Context: an optimization exercise on an open-source flow, tuned for small area, a short achievable clock period and few clock cycles per item. The choices shown serve that exercise and are no tape-out recipe.
Where RTL was checked, it was by simulation tests only, not by an equivalence proof against the original.

==> sierra <==
==> flow/design.v <==
module ahb_lite_fir_filter(
    input clk,
          n_rst,
    input logic hsel,
    input logic [3:0] haddr,
    input logic hsize,
    input logic [1:0] htrans,
    input logic hwrite,
    input logic [15:0] hwdata,
    output logic [15:0] hrdata,
    output logic hresp
);
    logic nonseq_wr, a15, ro, wr_req, rd_req;
    assign nonseq_wr = hwrite & (htrans == 2'b10);
    assign a15       = (haddr == 4'd15);
    assign ro        = (haddr[3:2] == 2'b00);
    assign hresp     = hsel & (a15 | (nonseq_wr & ro));
    assign wr_req    = hsel & nonseq_wr & ~ro & ~a15;
    assign rd_req    = hsel & ~nonseq_wr & ~a15;
    logic        wr_pend;
    logic [2:0]  wr_pair;
    logic [15:0] smp, c0, c1, c2, c3;       
    logic [7:0]  r14, r15;                  
    logic [15:0] f0, f1, f2, f3;            
    logic [15:0] h1, h2;                    
    logic        samp_pend;                 
    logic [1:0]  seq;                       
    logic        s2_v;                      
    logic [1:0]  s2_k;                      
    logic        shf;                       
    logic [15:0] pl;                        
    logic [16:0] acc_a;                     
    logic [17:0] acc_b;                     
    logic [16:0] res;                       
    logic        err;
    logic wr_smp, wr_c0, wr_c1, wr_c2, wr_c3, wr_r14;
    assign wr_smp = wr_pend & (wr_pair == 3'd2);
    assign wr_c0  = wr_pend & (wr_pair == 3'd3);
    assign wr_c1  = wr_pend & (wr_pair == 3'd4);
    assign wr_c2  = wr_pend & (wr_pair == 3'd5);
    assign wr_c3  = wr_pend & (wr_pair == 3'd6);
    assign wr_r14 = wr_pend & (wr_pair == 3'd7);
    logic s1_free, s1_hw, s1_sm, do_load;
    assign s1_free = (seq == 2'd0);
    assign s1_hw   = s1_free & wr_smp;                  
    assign s1_sm   = s1_free & ~wr_smp & samp_pend;     
    assign do_load = s1_free & ~wr_smp & ~samp_pend & r14[0];
    logic [7:0]  a1;
    logic [15:0] b1;
    always_comb begin
        case (seq)
            2'd0:    begin a1 = s1_hw ? hwdata[7:0] : smp[7:0]; b1 = f0; end
            2'd1:    begin a1 = h2[7:0];                        b1 = f3; end
            2'd2:    begin a1 = h1[7:0];                        b1 = f2; end
            default: begin a1 = smp[7:0];                       b1 = f1; end
        endcase
    end
    logic [23:0] p1;
    assign p1 = a1 * b1;
    logic [7:0]  a2;
    logic [15:0] b2;
    always_comb begin
        case (s2_k)
            2'd0:    begin a2 = smp[15:8];                  b2 = f0; end
            2'd1:    begin a2 = h2[15:8];                   b2 = f3; end
            2'd2:    begin a2 = h1[15:8];                   b2 = f2; end
            default: begin a2 = shf ? h1[15:8] : smp[15:8]; b2 = f1; end
        endcase
    end
    logic [23:0] p2;
    logic [15:0] t;
    assign p2 = a2 * b2 + {8'd0, pl};     
    assign t  = p2[22:7];                 
    logic [17:0] u1_b, u1, u2;
    logic        u1_sub;
    assign u1_b   = (s2_k == 2'd1) ? 18'd0 : acc_b;
    assign u1_sub = ~s2_k[0];
    assign u1     = u1_sub ? (u1_b - {2'b00, t}) : (u1_b + {2'b00, t});
    assign u2     = {2'b00, t} - ((s2_k == 2'd2) ? 18'd0 : {acc_a[16], acc_a});
    logic err_new, s2_t0;
    assign err_new = (~u2[17] & u2[16] & (|u2[15:0])) | (~u1[17] & u1[16]);
    assign s2_t0   = s2_v & (s2_k == 2'd0);
    logic busy, err_bit;
    assign busy    = wr_pend | samp_pend | r14[0];
    assign err_bit = s2_t0 ? err_new : err;
    logic [15:0] mag, pdata, rdata;
    assign mag = res[16] ? (~res[15:0] + 16'd1) : res[15:0];
    always_comb begin
        case (haddr[3:1])
            3'd0:    pdata = {7'd0, err_bit, 7'd0, busy};
            3'd1:    pdata = mag;
            3'd2:    pdata = smp;
            3'd3:    pdata = c0;
            3'd4:    pdata = c1;
            3'd5:    pdata = c2;
            3'd6:    pdata = c3;
            default: pdata = {r15, r14};
        endcase
        if (hsize)
            rdata = pdata;
        else
            rdata = {8'd0, haddr[0] ? pdata[15:8] : pdata[7:0]};
    end
    always_ff @(posedge clk, negedge n_rst) begin
        if (!n_rst) begin
            hrdata    <= 16'd0;
            wr_pend   <= 1'b0;
            wr_pair   <= 3'd0;
            smp       <= 16'd0;
            c0        <= 16'd0;
            c1        <= 16'd0;
            c2        <= 16'd0;
            c3        <= 16'd0;
            r14       <= 8'd0;
            r15       <= 8'd0;
            f0        <= 16'd0;
            f1        <= 16'd0;
            f2        <= 16'd0;
            f3        <= 16'd0;
            h1        <= 16'd0;
            h2        <= 16'd0;
            samp_pend <= 1'b0;
            seq       <= 2'd0;
            s2_v      <= 1'b0;
            s2_k      <= 2'd0;
            shf       <= 1'b0;
            pl        <= 16'd0;
            acc_a     <= 17'd0;
            acc_b     <= 18'd0;
            res       <= 17'd0;
            err       <= 1'b0;
        end else begin
            hrdata  <= rd_req ? rdata : 16'd0;
            wr_pend <= wr_req;
            wr_pair <= haddr[3:1];
            if (wr_smp) begin
                smp <= hwdata;
                h1  <= smp;
                h2  <= h1;
            end
            if (wr_c0) c0 <= hwdata;
            if (wr_c1) c1 <= hwdata;
            if (wr_c2) c2 <= hwdata;
            if (wr_c3) c3 <= hwdata;
            if (wr_r14) begin
                r14 <= hwdata[7:0];
                r15 <= hwdata[15:8];
            end else if (do_load) begin
                r14 <= 8'd0;
            end
            if (do_load) begin
                f0 <= c0;
                f1 <= c1;
                f2 <= c2;
                f3 <= c3;
            end
            if (wr_smp & ~s1_hw)
                samp_pend <= 1'b1;
            else if (s1_sm)
                samp_pend <= 1'b0;
            seq  <= (s1_hw | s1_sm | do_load) ? 2'd1 : (seq + {1'b0, ~s1_free});
            s2_v <= s1_hw | s1_sm | ~s1_free;
            s2_k <= seq;
            shf  <= (seq == 2'd3) & wr_smp;
            pl   <= p1[23:8];
            if (s2_t0) begin
                res <= u1[16:0];
                err <= err_new;
            end else if (do_load) begin
                err <= 1'b0;
            end
            if (s2_v & (s2_k != 2'd0)) acc_b <= u1;
            if (s2_v & s2_k[1]) acc_a <= u2[16:0];
        end
    end
endmodule
==> flow/run.sh <==
#!/bin/bash
# synth_recipe.tcl (not shown) runs the flow's synth.tcl, then flattens the netlist and writes it again
# the make line also repeats each setting of config.mk as NAME=value (left out here)
make -C /OpenROAD-flow-scripts/flow DESIGN_CONFIG=/design/flow/config.mk WORK_HOME=/design/flow/orfs CLKGATE_MAP_FILE= SYNTH_SCRIPT=/design/flow/synth_recipe.tcl finish
==> flow/config.mk <==
export PLATFORM = sky130hd
export DESIGN_NAME = ahb_lite_fir_filter
export DESIGN_NICKNAME = ahb_lite_fir_filter
export VERILOG_FILES = /design/flow/design.v
export SDC_FILE = /design/flow/constraint.sdc
export NUM_CORES = 4
export LEC_CHECK = 0
export CAP_MARGIN = 20
export CORE_MARGIN = 2
export CORE_UTILIZATION = 40
export SLEW_MARGIN = 20
==> flow/constraint.sdc <==
create_clock -name core_clock -period 12.0 [get_ports {clk}]
set_input_delay 2.4000 -clock core_clock [delete_from_list [all_inputs] [get_ports {clk}]]
set_output_delay 2.4000 -clock core_clock [all_outputs]
set_load 0.01 [all_outputs]
==> zinc (differences from sierra) <==
--- a/flow/config.mk
+++ b/flow/config.mk
@@ -7,2 +7,3 @@
 export LEC_CHECK = 0
+export ABC_CLOCK_PERIOD_IN_PS = 6000
 export CAP_MARGIN = 20
@@ -10,2 +11,3 @@
 export CORE_UTILIZATION = 40
+export SETUP_SLACK_MARGIN = 5
 export SLEW_MARGIN = 20
==> juniper (differences from sierra) <==
==> flow/design.v, changed modules only <==
module ahb_lite_fir_filter(
    input clk,
          n_rst,
    input logic hsel,
    input logic [3:0] haddr,
    input logic hsize,
    input logic [1:0] htrans,
    input logic hwrite,
    input logic [15:0] hwdata,
    output logic [15:0] hrdata,
    output logic hresp
);
    logic nonseq_wr, a15, ro, wr_req, rd_req;
    assign nonseq_wr = hwrite & (htrans == 2'b10);
    assign a15       = (haddr == 4'd15);
    assign ro        = (haddr[3:2] == 2'b00);
    assign hresp     = hsel & (a15 | (nonseq_wr & ro));
    assign wr_req    = hsel & nonseq_wr & ~ro & ~a15;
    assign rd_req    = hsel & ~nonseq_wr & ~a15;
    logic        wr_pend;
    logic [2:0]  wr_pair;
    logic [15:0] smp, c0, c1, c2, c3;       
    logic [7:0]  r14, r15;                  
    logic [15:0] f0, f1, f2, f3;            
    logic [15:0] h1, h2;                    
    logic        samp_pend;                 
    logic [1:0]  seq;                       
    logic        k_t0, k_t2, k_t1, k_t3;    
    logic [15:0] pl;                        
    logic [7:0]  a2;                        
    logic [15:0] b2;                        
    logic [17:0] ap;                        
    logic [17:0] nb;                        
    logic [16:0] res;                       
    logic        err;
    logic wr_smp, wr_c0, wr_c1, wr_c2, wr_c3, wr_r14;
    assign wr_smp = wr_pend & (wr_pair == 3'd2);
    assign wr_c0  = wr_pend & (wr_pair == 3'd3);
    assign wr_c1  = wr_pend & (wr_pair == 3'd4);
    assign wr_c2  = wr_pend & (wr_pair == 3'd5);
    assign wr_c3  = wr_pend & (wr_pair == 3'd6);
    assign wr_r14 = wr_pend & (wr_pair == 3'd7);
    logic s1_free, s1_hw, s1_sm, do_load;
    assign s1_free = (seq == 2'd0);
    assign s1_hw   = s1_free & wr_smp;                  
    assign s1_sm   = s1_free & ~wr_smp & samp_pend;     
    assign do_load = s1_free & ~wr_smp & ~samp_pend & r14[0];
    logic [15:0] a1, b1;
    always_comb begin
        case (seq)
            2'd0:    begin a1 = s1_hw ? hwdata : smp; b1 = f0; end
            2'd1:    begin a1 = h1;                   b1 = f2; end
            2'd2:    begin a1 = smp;                  b1 = f1; end
            default: begin a1 = h2;                   b1 = f3; end
        endcase
    end
    logic [23:0] p1;
    assign p1 = a1[7:0] * b1;
    logic [23:0] p2;
    logic [17:0] t;
    assign p2 = a2 * b2 + {8'd0, pl};     
    assign t  = {2'b00, p2[22:7]};        
    logic [17:0] u1_x, u2_y, u1, u2;
    logic        u1_sub;
    assign u1_x   = k_t2 ? 18'h3FFFF : nb;
    assign u1_sub = k_t1 | k_t3;
    assign u1     = u1_x + (t ^ {18{u1_sub}}) + {17'd0, u1_sub};
    assign u2_y   = k_t2 ? 18'd1 : ap;
    assign u2     = t - u2_y;
    logic err_new;
    assign err_new = (u2[17:16] == 2'b01) | (u1[17:16] == 2'b10);
    logic busy, err_bit;
    assign busy    = wr_pend | samp_pend | r14[0];
    assign err_bit = k_t0 ? err_new : err;
    logic [15:0] mag, pdata, rdata;
    assign mag = res[16] ? (~res[15:0] + 16'd1) : res[15:0];
    always_comb begin
        case (haddr[3:1])
            3'd0:    pdata = {7'd0, err_bit, 7'd0, busy};
            3'd1:    pdata = mag;
            3'd2:    pdata = smp;
            3'd3:    pdata = c0;
            3'd4:    pdata = c1;
            3'd5:    pdata = c2;
            3'd6:    pdata = c3;
            default: pdata = {r15, r14};
        endcase
        if (hsize)
            rdata = pdata;
        else
            rdata = {8'd0, haddr[0] ? pdata[15:8] : pdata[7:0]};
    end
    always_ff @(posedge clk) begin
        pl <= p1[23:8];
        a2 <= a1[15:8];
        b2 <= b1;
    end
    always_ff @(posedge clk, negedge n_rst) begin
        if (!n_rst) begin
            hrdata    <= 16'd0;
            wr_pend   <= 1'b0;
            wr_pair   <= 3'd0;
            smp       <= 16'd0;
            c0        <= 16'd0;
            c1        <= 16'd0;
            c2        <= 16'd0;
            c3        <= 16'd0;
            r14       <= 8'd0;
            r15       <= 8'd0;
            f0        <= 16'd0;
            f1        <= 16'd0;
            f2        <= 16'd0;
            f3        <= 16'd0;
            h1        <= 16'd0;
            h2        <= 16'd0;
            samp_pend <= 1'b0;
            seq       <= 2'd0;
            k_t0      <= 1'b0;
            k_t2      <= 1'b0;
            k_t1      <= 1'b0;
            k_t3      <= 1'b0;
            ap        <= 18'd1;
            nb        <= 18'h3FFFF;
            res       <= 17'd0;
            err       <= 1'b0;
        end else begin
            hrdata  <= rd_req ? rdata : 16'd0;
            wr_pend <= wr_req;
            wr_pair <= haddr[3:1];
            if (wr_smp) begin
                smp <= hwdata;
                h1  <= smp;
                h2  <= h1;
            end
            if (wr_c0) c0 <= hwdata;
            if (wr_c1) c1 <= hwdata;
            if (wr_c2) c2 <= hwdata;
            if (wr_c3) c3 <= hwdata;
            if (wr_r14) begin
                r14 <= hwdata[7:0];
                r15 <= hwdata[15:8];
            end else if (do_load) begin
                r14 <= 8'd0;
            end
            if (do_load) begin
                f0 <= c0;
                f1 <= c1;
                f2 <= c2;
                f3 <= c3;
            end
            if (wr_smp & ~s1_hw)
                samp_pend <= 1'b1;
            else if (s1_sm)
                samp_pend <= 1'b0;
            seq  <= (s1_hw | s1_sm | do_load) ? 2'd1 : (seq + {1'b0, ~s1_free});
            k_t0 <= s1_hw | s1_sm;
            k_t2 <= (seq == 2'd1);
            k_t1 <= (seq == 2'd2);
            k_t3 <= (seq == 2'd3);
            if (k_t0) begin
                res <= ~u1[16:0];
                err <= err_new;
            end else if (do_load) begin
                err <= 1'b0;
            end
            if (k_t2 | k_t1 | k_t3) nb <= u1;
            if (k_t2 | k_t1) ap <= u2;
        end
    end
endmodule
==> delta (differences from sierra) <==
==> flow/design.v, changed modules only <==
module ahb_lite_fir_filter(
    input clk,
          n_rst,
    input logic hsel,
    input logic [3:0] haddr,
    input logic hsize,
    input logic [1:0] htrans,
    input logic hwrite,
    input logic [15:0] hwdata,
    output logic [15:0] hrdata,
    output logic hresp
);
    logic nonseq_wr, a15, ro, wr_req, rd_req;
    assign nonseq_wr = hwrite & (htrans == 2'b10);
    assign a15       = (haddr == 4'd15);
    assign ro        = (haddr[3:2] == 2'b00);
    assign hresp     = hsel & (a15 | (nonseq_wr & ro));
    assign wr_req    = hsel & nonseq_wr & ~ro & ~a15;
    assign rd_req    = hsel & ~nonseq_wr & ~a15;
    logic        wr_pend;
    logic [2:0]  wr_pair;
    logic [15:0] smp, c0, c1, c2, c3;       
    logic [7:0]  r14, r15;                  
    logic [15:0] f0, f1, f2, f3;            
    logic [15:0] h1, h2;                    
    logic        samp_pend;                 
    logic [1:0]  seq;                       
    logic        k_t0, k_t2, k_t1, k_t3;    
    logic [15:0] pl;                        
    logic [7:0]  a2;                        
    logic [15:0] b2;                        
    logic [17:0] ap;                        
    logic [17:0] nb;                        
    logic [16:0] res;                       
    logic        err;
    logic wr_smp, wr_c0, wr_c1, wr_c2, wr_c3, wr_r14;
    assign wr_smp = wr_pend & (wr_pair == 3'd2);
    assign wr_c0  = wr_pend & (wr_pair == 3'd3);
    assign wr_c1  = wr_pend & (wr_pair == 3'd4);
    assign wr_c2  = wr_pend & (wr_pair == 3'd5);
    assign wr_c3  = wr_pend & (wr_pair == 3'd6);
    assign wr_r14 = wr_pend & (wr_pair == 3'd7);
    logic s1_free, s1_hw, s1_sm, do_load;
    assign s1_free = (seq == 2'd0);
    assign s1_hw   = s1_free & wr_smp;                  
    assign s1_sm   = s1_free & ~wr_smp & samp_pend;     
    assign do_load = s1_free & ~wr_smp & ~samp_pend & r14[0];
    logic [15:0] a1, b1;
    always_comb begin
        case (seq)
            2'd0:    begin a1 = s1_hw ? hwdata : smp; b1 = f0; end
            2'd1:    begin a1 = h1;                   b1 = f2; end
            2'd2:    begin a1 = smp;                  b1 = f1; end
            default: begin a1 = h2;                   b1 = f3; end
        endcase
    end
    logic [23:0] p1;
    assign p1 = a1[7:0] * b1;
    logic [23:0] p2;
    logic [17:0] t;
    assign p2 = a2 * b2 + {8'd0, pl};     
    assign t  = {2'b00, p2[22:7]};        
    logic [17:0] u1_x, u2_y, u1, u2;
    logic        u1_sub;
    assign u1_x   = k_t2 ? 18'h3FFFF : nb;
    assign u1_sub = k_t1 | k_t3;
    assign u1     = u1_x + (t ^ {18{u1_sub}}) + {17'd0, u1_sub};
    assign u2_y   = k_t2 ? 18'd1 : ap;
    assign u2     = t - u2_y;
    logic err_new;
    assign err_new = (u2[17:16] == 2'b01) | (u1[17:16] == 2'b10);
    logic busy, err_bit;
    assign busy    = wr_pend | samp_pend | r14[0];
    assign err_bit = k_t0 ? err_new : err;
    logic [15:0] mag, pdata, rdata;
    assign mag = res[16] ? (~res[15:0] + 16'd1) : res[15:0];
    always_comb begin
        case (haddr[3:1])
            3'd0:    pdata = {7'd0, err_bit, 7'd0, busy};
            3'd1:    pdata = mag;
            3'd2:    pdata = smp;
            3'd3:    pdata = c0;
            3'd4:    pdata = c1;
            3'd5:    pdata = c2;
            3'd6:    pdata = c3;
            default: pdata = {r15, r14};
        endcase
        if (hsize)
            rdata = pdata;
        else
            rdata = {8'd0, haddr[0] ? pdata[15:8] : pdata[7:0]};
    end
    always_ff @(posedge clk) begin
        pl <= p1[23:8];
        a2 <= a1[15:8];
        b2 <= b1;
    end
    always_ff @(posedge clk, negedge n_rst) begin
        if (!n_rst) begin
            hrdata    <= 16'd0;
            wr_pend   <= 1'b0;
            wr_pair   <= 3'd0;
            smp       <= 16'd0;
            c0        <= 16'd0;
            c1        <= 16'd0;
            c2        <= 16'd0;
            c3        <= 16'd0;
            r14       <= 8'd0;
            r15       <= 8'd0;
            f0        <= 16'd0;
            f1        <= 16'd0;
            f2        <= 16'd0;
            f3        <= 16'd0;
            h1        <= 16'd0;
            h2        <= 16'd0;
            samp_pend <= 1'b0;
            seq       <= 2'd0;
            k_t0      <= 1'b0;
            k_t2      <= 1'b0;
            k_t1      <= 1'b0;
            k_t3      <= 1'b0;
            ap        <= 18'd1;
            nb        <= 18'h3FFFF;
            res       <= 17'd0;
            err       <= 1'b0;
        end else begin
            hrdata  <= rd_req ? rdata : 16'd0;
            wr_pend <= wr_req;
            wr_pair <= haddr[3:1];
            if (wr_smp) begin
                smp <= hwdata;
                h1  <= smp;
                h2  <= h1;
            end
            if (wr_c0) c0 <= hwdata;
            if (wr_c1) c1 <= hwdata;
            if (wr_c2) c2 <= hwdata;
            if (wr_c3) c3 <= hwdata;
            if (wr_r14) begin
                r14 <= hwdata[7:0];
                r15 <= hwdata[15:8];
            end else if (do_load) begin
                r14 <= 8'd0;
            end
            if (do_load) begin
                f0 <= c0;
                f1 <= c1;
                f2 <= c2;
                f3 <= c3;
            end
            if (wr_smp & ~s1_hw)
                samp_pend <= 1'b1;
            else if (s1_sm)
                samp_pend <= 1'b0;
            seq  <= (s1_hw | s1_sm | do_load) ? 2'd1 : (seq + {1'b0, ~s1_free});
            k_t0 <= s1_hw | s1_sm;
            k_t2 <= (seq == 2'd1);
            k_t1 <= (seq == 2'd2);
            k_t3 <= (seq == 2'd3);
            if (k_t0) begin
                res <= ~u1[16:0];
                err <= err_new;
            end else if (do_load) begin
                err <= 1'b0;
            end
            if (k_t2 | k_t1 | k_t3) nb <= u1;
            if (k_t2 | k_t1) ap <= u2;
        end
    end
endmodule
--- a/flow/config.mk
+++ b/flow/config.mk
@@ -7,2 +7,3 @@
 export LEC_CHECK = 0
+export ABC_CLOCK_PERIOD_IN_PS = 6000
 export CAP_MARGIN = 20
@@ -10,2 +11,3 @@
 export CORE_UTILIZATION = 40
+export SETUP_SLACK_MARGIN = 5
 export SLEW_MARGIN = 20
==> notes.md <==
Status: juniper finished clean; sierra finished clean; delta finished clean; zinc finished clean
WL met2: juniper 28.51 mm; sierra 31.19 mm; delta 29.57 mm; zinc 32.49 mm
Worst Reg-to-Reg Cells: juniper 30; sierra 31; delta 32; zinc 33
Die Y: juniper 242.7 um; sierra 246.7 um; delta 242.7 um; zinc 246.7 um
Number of setup buffers added after CTS: juniper 0; sierra 0; delta 29; zinc 83
Final period util: juniper 68.32%; sierra 89.63%; delta 58.24%; zinc 72.30%
Post-Route M1 WL: juniper 26.51 mm; sierra 29.65 mm; delta 26.55 mm; zinc 30.90 mm
Placed Cells incl. Taps: juniper 3020; sierra 3212; delta 3016; zinc 3209
Max FFs per register: juniper -; sierra 18; delta -; zinc 18
Launching element of the worst setup path: juniper a2[0]; sierra s2_k[0]; delta a2[0]; zinc s2_k[0]
Final weighted congestion in routability-driven placement: juniper 0.8475; sierra 0.8812; delta 0.8548; zinc 0.8862
Crit Reg-Reg Startpoint: juniper a2[0]; sierra s2_k[0]; delta a2[0]; zinc s2_k[0]
Total number of H-tree levels: juniper 2; sierra 2; delta 2; zinc 1
Share of post-route cells with drive strength above 1: juniper 14.44%; sierra 11.77%; delta 20.35%; zinc 25.17%
Synthesis-stage register bit count: juniper 313; sierra 288; delta 313; zinc 288
Leading cell type in the layout, fill and taps excluded: juniper inv_1; sierra nand2_1; delta inv_1; zinc nand2_1
Max-slew headroom: juniper 25.05%; sierra 27.52%; delta 30.52%; zinc 27.67%
Average detailed-routed wire length per instance: juniper 19.05 um; sierra 20.07 um; delta 19.36 um; zinc 20.16 um
Testbench counts of juniper, summed over its fixed seeds: cycles 2,064, samples 512.
Testbench counts of delta, summed over its fixed seeds: cycles 2,064, samples 512.
No functional check of the RTL was part of sierra and zinc.

port drivers added, routing unchanged:
Ports are ideal in the flow. The routed layouts listed here were re-timed in OpenROAD. Step 1 (the two cells are an assumption about what drives the block):
set clk [get_ports {clk}]
set_driving_cell -lib_cell sky130_fd_sc_hd__clkbuf_16 $clk
set_driving_cell -lib_cell sky130_fd_sc_hd__buf_2 [delete_from_list [all_inputs] $clk]
Step 2 also shifts input and output timing later by t, the mid clock arrival at the registers, as if the neighbouring blocks saw the same clock. Slacks: ideal ports / drivers / drivers and shift; pairs: ideal ports / drivers.
| run | t, ns | setup WS [ns] | worst setup path after step 2 |
|---|---|---|---|
| sierra | 0.601 | 1.245 / 1.245 / 1.245 | register to register |
| zinc | 0.666 | 3.324 / 3.324 / 3.324 | register to register |
| juniper | 0.607 | 3.802 / 3.802 / 3.460 | input to register |
| delta | 0.613 | 5.011 / 5.011 / 4.588 | input to register |
After both steps setup and hold are still met in every run listed. For delta, which loses most, drivers alone change the setup slack by 0.000 ns; drivers and shift together by -0.423 ns.
